Context: an optimization exercise on an open-source flow, tuned for small area, a short achievable clock period and few clock cycles. The choices shown serve that exercise and are no tape-out recipe.
Only simulation tests tie the RTL to the original design; equivalence was not proved.
Power and IR drop assume default switching activity.

$ cat flow/design.v
module twos_complement(
    input [7:0] in,
    output [7:0] out);
        assign out = in[7] ? ~in + 1 : in ;
endmodule
module shift_left(
  input [7:0] in,
  output reg [14:0] out,
  input clk,
  input en,
  input load
  );
  always @(posedge clk) begin
    if (load) begin
      out <= in;
    end else if (en) begin
      out <= {out[13:0], 1'b0};
      end
  end
endmodule
module shift_right(
  input [7:0] in,
  output reg [7:0] out,
  input clk,
  input en,
  input load
  );
  always @(posedge clk) begin
    if (load) begin
      out <= in;
    end else if (en) begin
      out <= {1'b0, out[7:1]};
    end
  end
endmodule
module unsigned_multiplier(
  input [7:0] multiplier,
  input [7:0] multiplicand,
  input clk,  
  input shift_en,  
  input reg_en,  
  input load,  
  input psel,  
  output reg [14:0] product,
  output zflag
);
  wire [7:0] shifted_multiplier;
  wire [14:0] shifted_multiplicand;
  shift_left sl(.in(multiplicand), .out(shifted_multiplicand), .clk(clk), .en(shift_en), .load(load));
  shift_right sr(.in(multiplier), .out(shifted_multiplier), .clk(clk), .en(shift_en), .load(load));
  assign zflag = (shifted_multiplier == 8'b0);
  always @(posedge clk) begin
    if (reg_en && psel) begin  
        product <=  shifted_multiplier[0]? product + shifted_multiplicand : product;
    end else if (reg_en && !psel) begin
        product <= 0;
    end
  end
endmodule
module signed_multiplier(
  input [7:0] multiplier,
  input [7:0] multiplicand,
  input clk,  
  input shift_en,  
  input reg_en,  
  input load,  
  input psel,  
  output [14:0] product,
  output reg sign,
  output  zflag
  );
  always @(posedge clk) begin
    if (load) begin
        if(multiplicand == 0 || multiplier == 0) begin
            sign <=0;    
        end else
             sign <= multiplicand[7] ^ multiplier[7];
    end
  end
  wire [7:0] comp_multiplier;
  wire [7:0] comp_multiplicand;
  twos_complement tc_multiplier(.in(multiplier), .out(comp_multiplier));
  twos_complement tc_multiplicand(.in(multiplicand), .out(comp_multiplicand));
  unsigned_multiplier um(comp_multiplier, comp_multiplicand,
    clk, shift_en, reg_en, load, psel, product, zflag);
endmodule
module ctrl_unit(
  input BTNC,
  input z_flag_multiplier,
  input clk,
  input rst,  
  output shift_en,
  output reg_en,
  output load,
  output psel,
  output led
);
reg [1:0] state;
reg [1:0] next;
parameter [1:0] A = 2'b00;
parameter [1:0] B = 2'b01;
parameter [1:0] C = 2'b10;
parameter [1:0] D = 2'b11;
always @(*) begin
  case (state)
    A: begin
      if (BTNC) begin
        next = B;
      end else begin
        next = A;
      end
    end
    B: begin
      if (BTNC) begin
        next = B;
      end else begin
        next = C;
      end
    end
    C: begin
      if (BTNC) begin
        next = B;
      end else if (z_flag_multiplier) begin
        next = D;
      end else begin
        next = C;
      end
    end
    D: begin
      if (BTNC) begin
        next = B;
      end else begin
        next = D;
      end
    end
  endcase
end
always @(posedge clk) begin
    if (rst)
      state <= A;
    else
      state <= next;
end
assign shift_en = (state == C) ? 1'b1 : 1'b0 ; 
assign reg_en = (state == C || state == B) ? 1'b1 : 1'b0 ; 
assign load = (state == B) ? 1'b1 : 1'b0 ; 
assign psel = (state == C || state == D) ? 1'b1 : 1'b0 ; 
assign led = (state == D) ? 1'b1 : 1'b0 ; 
endmodule
module bin_to_bcd #(parameter W = 18) (
    input[14:0] in,
    output reg [19:0] bcd
    );
    integer i;
    always @(in) begin
        bcd = 20'b0;
        for (i = 14; i >= 0; i = i - 1) begin
            if (bcd[3:0] > 4) begin
                bcd[3:0] = bcd[3:0] + 3;
            end if (bcd[7:4] > 4) begin
                bcd[7:4] = bcd[7:4] + 3;
            end if (bcd[11:8] > 4) begin
                bcd[11:8] = bcd[11:8] + 3;
            end if (bcd[15:12] > 4) begin
                bcd[15:12] = bcd[15:12] + 3;
            end if (bcd[19:16] > 4) begin
                bcd[19:16] = bcd[19:16] + 3;
            end
            bcd = {bcd[18:0], in[i]};
        end
    end
endmodule
module seq_signed_mult(
  input         clk,
  input         rst,           
  input         start,         
  input  [7:0]  multiplier,    
  input  [7:0]  multiplicand,  
  output [14:0] product,       
  output [19:0] bcd,           
  output        sign,          
  output        done           
);
  wire shift_en, reg_en, load, psel, zflag;
  ctrl_unit cu(.BTNC(start), .z_flag_multiplier(zflag), .clk(clk), .rst(rst),
    .shift_en(shift_en), .reg_en(reg_en), .load(load), .psel(psel), .led(done));
  signed_multiplier sm(.multiplier(multiplier), .multiplicand(multiplicand),
    .clk(clk), .shift_en(shift_en), .reg_en(reg_en), .load(load), .psel(psel),
    .product(product), .sign(sign), .zflag(zflag));
  bin_to_bcd binary_bcd(.in(product), .bcd(bcd));
endmodule
$ cat flow/run.sh
#!/bin/bash
# synth_recipe.tcl (not shown) runs the flow's synth.tcl, then flattens the netlist and writes it again
# the make line also repeats each setting of config.mk as NAME=value (left out here)
make -C /OpenROAD-flow-scripts/flow DESIGN_CONFIG=/design/flow/config.mk WORK_HOME=/design/flow/orfs CLKGATE_MAP_FILE= SYNTH_SCRIPT=/design/flow/synth_recipe.tcl finish
$ cat flow/config.mk
export PLATFORM = sky130hd
export DESIGN_NAME = seq_signed_mult
export DESIGN_NICKNAME = seq_signed_mult
export VERILOG_FILES = /design/flow/design.v
export SDC_FILE = /design/flow/constraint.sdc
export NUM_CORES = 4
export LEC_CHECK = 0
export CAP_MARGIN = 20
export CORE_MARGIN = 2
export CORE_UTILIZATION = 40
export SLEW_MARGIN = 20
$ cat flow/constraint.sdc
create_clock -name core_clock -period 12.0 [get_ports {clk}]
set_input_delay 2.4000 -clock core_clock [delete_from_list [all_inputs] [get_ports {clk}]]
set_output_delay 2.4000 -clock core_clock [all_outputs]
set_load 0.01 [all_outputs]
==> results.txt <==
[sequential cells by signal (all words and copies together), names as in the netlist]
register       flops
cu.state           2
sm.sign            1
sm.um.sl.out      15
sm.um.product     15
sm.um.sr.out       8
[how the worst max path moves through the flow]
stage	start	endpoint	slack [ns]
floorplan	sm.um.product[12]$_SDFFCE_PN0P_	bcd[14]	0.42
global placement	sm.um.product[13]$_SDFFCE_PN0P_	bcd[14]	0.39
detailed placement	sm.um.product[13]$_SDFFCE_PN0P_	bcd[14]	0.13
CTS	sm.um.product[13]$_SDFFCE_PN0P_	bcd[14]	0.02
global route	sm.um.product[13]$_SDFFCE_PN0P_	bcd[14]	-0.07
finish	sm.um.product[13]$_SDFFCE_PN0P_	bcd[14]	0.51
[cell usage after synthesis, types with 13 or more instances]
library cell  instances  area, µm²
a21o_1               14        105
a21oi_1              61        305
and2_1               24        150
clkbuf_1             27        101
edfxtp_1             32        961
ha_1                 52        651
inv_1                43        161
mux2i_1              24        240
nand2_1              50        188
nand2b_1             16        100
nand3_1              29        145
nand4_1              18        113
nor2_1               70        263
nor3_1               30        150
nor4_1               13       81.3
o211ai_1             15        113
o21ai_0              27        135
o21ai_1              15       75.1
xnor2_1              30        263
xor2_1               21        184
[worst max-delay path: cells and delay by family (launching register included)]
kind                     cells  cell delay [ns]
AND/OR/NAND/NOR             11             2.53
AO/OA/AOI/OAI               12             2.37
adder cells (fa/ha/maj)      7             1.63
buffers and inverters        6             1.17
multiplexers                 2             0.53
flip-flops                   1             0.39
XOR/XNOR                     1             0.14
[power by group]
group          leakage [nW]  switching, mW  internal (mW)
combinational          2.68           1.17           1.17
sequential            0.374        0.00669          0.160
clock                0.0790         0.0551         0.0895
[cell type report]
cell class                      instances  area, µm²
Inverter                               44        165
Clock buffer                            7        154
Sequential cell                        41       1140
Tap cell                              225        282
Fill cell                            1711       8940
Clock inverter                          1       5.00
Multi-Input combinational cell        746       5690
Timing Repair Buffer                   88        796
[kinds of logic (layout without fill, tap and decap cells)]
logic type	count (synthesis)	in the layout
multiplexers	37	37
AND/OR/NAND/NOR	311	311
adder cells (fa/ha/maj)	53	53
buffers and inverters	91	140
other	1	1
AO/OA/AOI/OAI	291	291
XOR/XNOR	53	53
flip-flops	41	41
[through the flow]
step	setup slack [ns]	hold WS, ns	power [mW]	utilization (%)	instance area (µm²)
after floorplan	0.417	0.481	1.71	-	6980
after global placement	0.387	0.498	2.41	45.2	7760
after detailed placement	0.126	0.514	2.42	45.2	7760
after CTS	0.0168	0.524	2.59	46.3	7960
after global routing	-0.0738	0.552	2.90	47.9	8240
final	0.513	0.514	2.65	47.9	8240
[what timing repair did]
item	4_1_cts	5_1_grt
pin swaps	0	11
resized for setup	7	42
endpoints found under the setup margin	3	16
buffers inserted	0	8
[per-layer routing]
layer,GRT usage [%],part of all wire (%),up-vias,routed length [µm]
li1,-,-,3467,-
met1,23.6,48,3171,7960
met2,30.7,48,126,8010
met3,1.83,2.9,18,485
met4,4.75,1.3,0,213
met5,0,0,-,0
[cell usage in the layout (no fill, tap or decap), types with 26 or more instances in the layout]
cell,Yosys,layout
ha_1,52,47
nand2_1,50,49
nor2_1,70,67
a21oi_1,61,60
nand3_1,29,28
edfxtp_1,32,32
inv_1,43,42
o21ai_0,27,26
buf_4,3,34
nor3_1,30,30
clkdlybuf4s50_1,0,54
==> results.yml <==
place:
  dp_hpwl_mm: 12.4
  place_inst: 1136
  portBuffers: 54
  place_congestion: 0.855
logic_synthesis:
  yosysSeqAreaShare_pct: 16.4
  ys_async_sr_fraction_pct: 0
  synth_flop_cell: "edfxtp_1"
  synth_simple_gate_area_share_pct: 23.9
  synth_seq_cells: 41
  synth_top_family_by_area: "compound AO/OA/AOI/OAI gates"
  syn_inst: 878
  synthesis.area_um2: 6980
  yosysWarnings: 6
  synth_compound_area_share_pct: 31.7
  synth_mux_area_share_pct: 5.60
  synth-edff-count: 32
  synth_fa_ha_area_share_pct: 9.61
  synth_fp_nets: 950
  netlist-cell-type-count: 105
  synth-xor-area-share_pct: 6.96
  syn_avg_cell_area_um2: 7.94
setup_path:
  critPathLaunchType: "flip-flop"
  crit-reg2reg-launch: "sm.um.product[1]$_SDFFCE_PN0P_"
  cp_slowest_cell: "clkdlybuf4s50_1"
  critical_path.max_fanout: 12
  crit_type: "reg2out"
  path_common_cell: "inv_1"
  timing.rr.end: "sm.um.product[14]$_SDFFCE_PN0P_"
  r2r_setup_slack_ns: 8.69
  critPathCaptureType: "output port"
  arrival_ns: 9.09
  crit_required_ns: 9.60
  cpPeakStageDelay_ns: 0.57
  worst-r2r-cell-count: 17
grt:
  grt_usage_pct: 17.8
  grt_pass1_vias: 6157
  grt_pass1_wl_mm: 28.2
  antenna_found_initial: 0
  grt.overflow.total: 0
  grt_max_degree: 35
die:
  die_h_um: 136
  core_um2: 17200
  row_count: 48
  io_pins: 56
  die_width_um: 136
  die-area_um2: 18500
  initial_core_util_pct: 40.6
min_path:
  min_path_cells: 2
  hold_path.class: "reg2reg"
  min_from: "sm.um.sl.out[7]$_DFFE_PP_"
  min_to: "sm.um.sl.out[8]$_SDFFE_PP0P_"
drt:
  num_vias: 6782
  drtIter0Drc: 299
  wl_mm: 16.7
  drc: 0
  wire_per_inst_um: 14.5
  drt_pass1_iterations: 6
  vias_per_cell: 5.89
  ant_nets: 0
clock_tree:
  ctsHoldBuffers: 0
  clkSlewWorstSetupHoldPaths_ns: 0.06
  htree_num_levels: 2
  clockRootBuffer: "clkbuf_16"
  clock-sinks: 41
  clk_latency_ns: 0.29
  clockBufferDepth: 2
  tritoncts: "done"
  numCtsBuffers: 5
sta:
  fin_tns_setup_ns: 0
  finalHoldViolCount: 0
  rsz0062_at_grt: "true"
  fin_skew_ns: 0.00564
  setup_viol: 0
  drv_slew: 0
  period_share_pct: 95.7
  slew_headroom_pct: 53.7
  max_freq_ghz: 0.0871
  tightest_slew_ns: 0.689
  period_needed_ns: 11.49
outcome:
  run_status: "timing/DRC/antenna clean"
job:
  drv_cap: 0
finish:
  final_net_count: 998
  areaGrowthSynthToFinish_pct: 18.1
  layoutNonFillerInstCount: 1152
  drive_gt1_share_pct: 14.7
  n_antenna_cell: 0
power:
  power_density_nw_per_um2: 322
  ir_drop_mv: 0.457
  leakage_nw: 3.13
Testbench counts, summed over its fixed seeds: cycles 28,971.

## static timing again, ports no longer ideal
The flow's constraints put no driver on any port. The routed layout listed below was extracted and timed again, unchanged, in two steps. Step 1 (the two cells are an assumption about what drives the block):
set clk [get_ports {clk}]
set_driving_cell -lib_cell sky130_fd_sc_hd__clkbuf_16 $clk
set_driving_cell -lib_cell sky130_fd_sc_hd__buf_2 [delete_from_list [all_inputs] $clk]
Step 2 also shifts input and output timing later by t, the mid clock arrival at the registers, as if the neighbouring blocks saw the same clock. a / b / c = no drivers / after step 1 / after step 2; a / b = the first two.
t (ns): 0.317
slack for setup (ns): 0.513 / 0.482 / 0.799
hold slack, ns: 0.514 / 0.514 / 0.514
worst register clock-pin slew, ns: 0.06 / 0.06
cell pins on the clock port's net: 1
After both steps this run still meets setup and hold. The setup slack of this run moves by -0.031 ns with the drivers and by +0.286 ns with both steps.
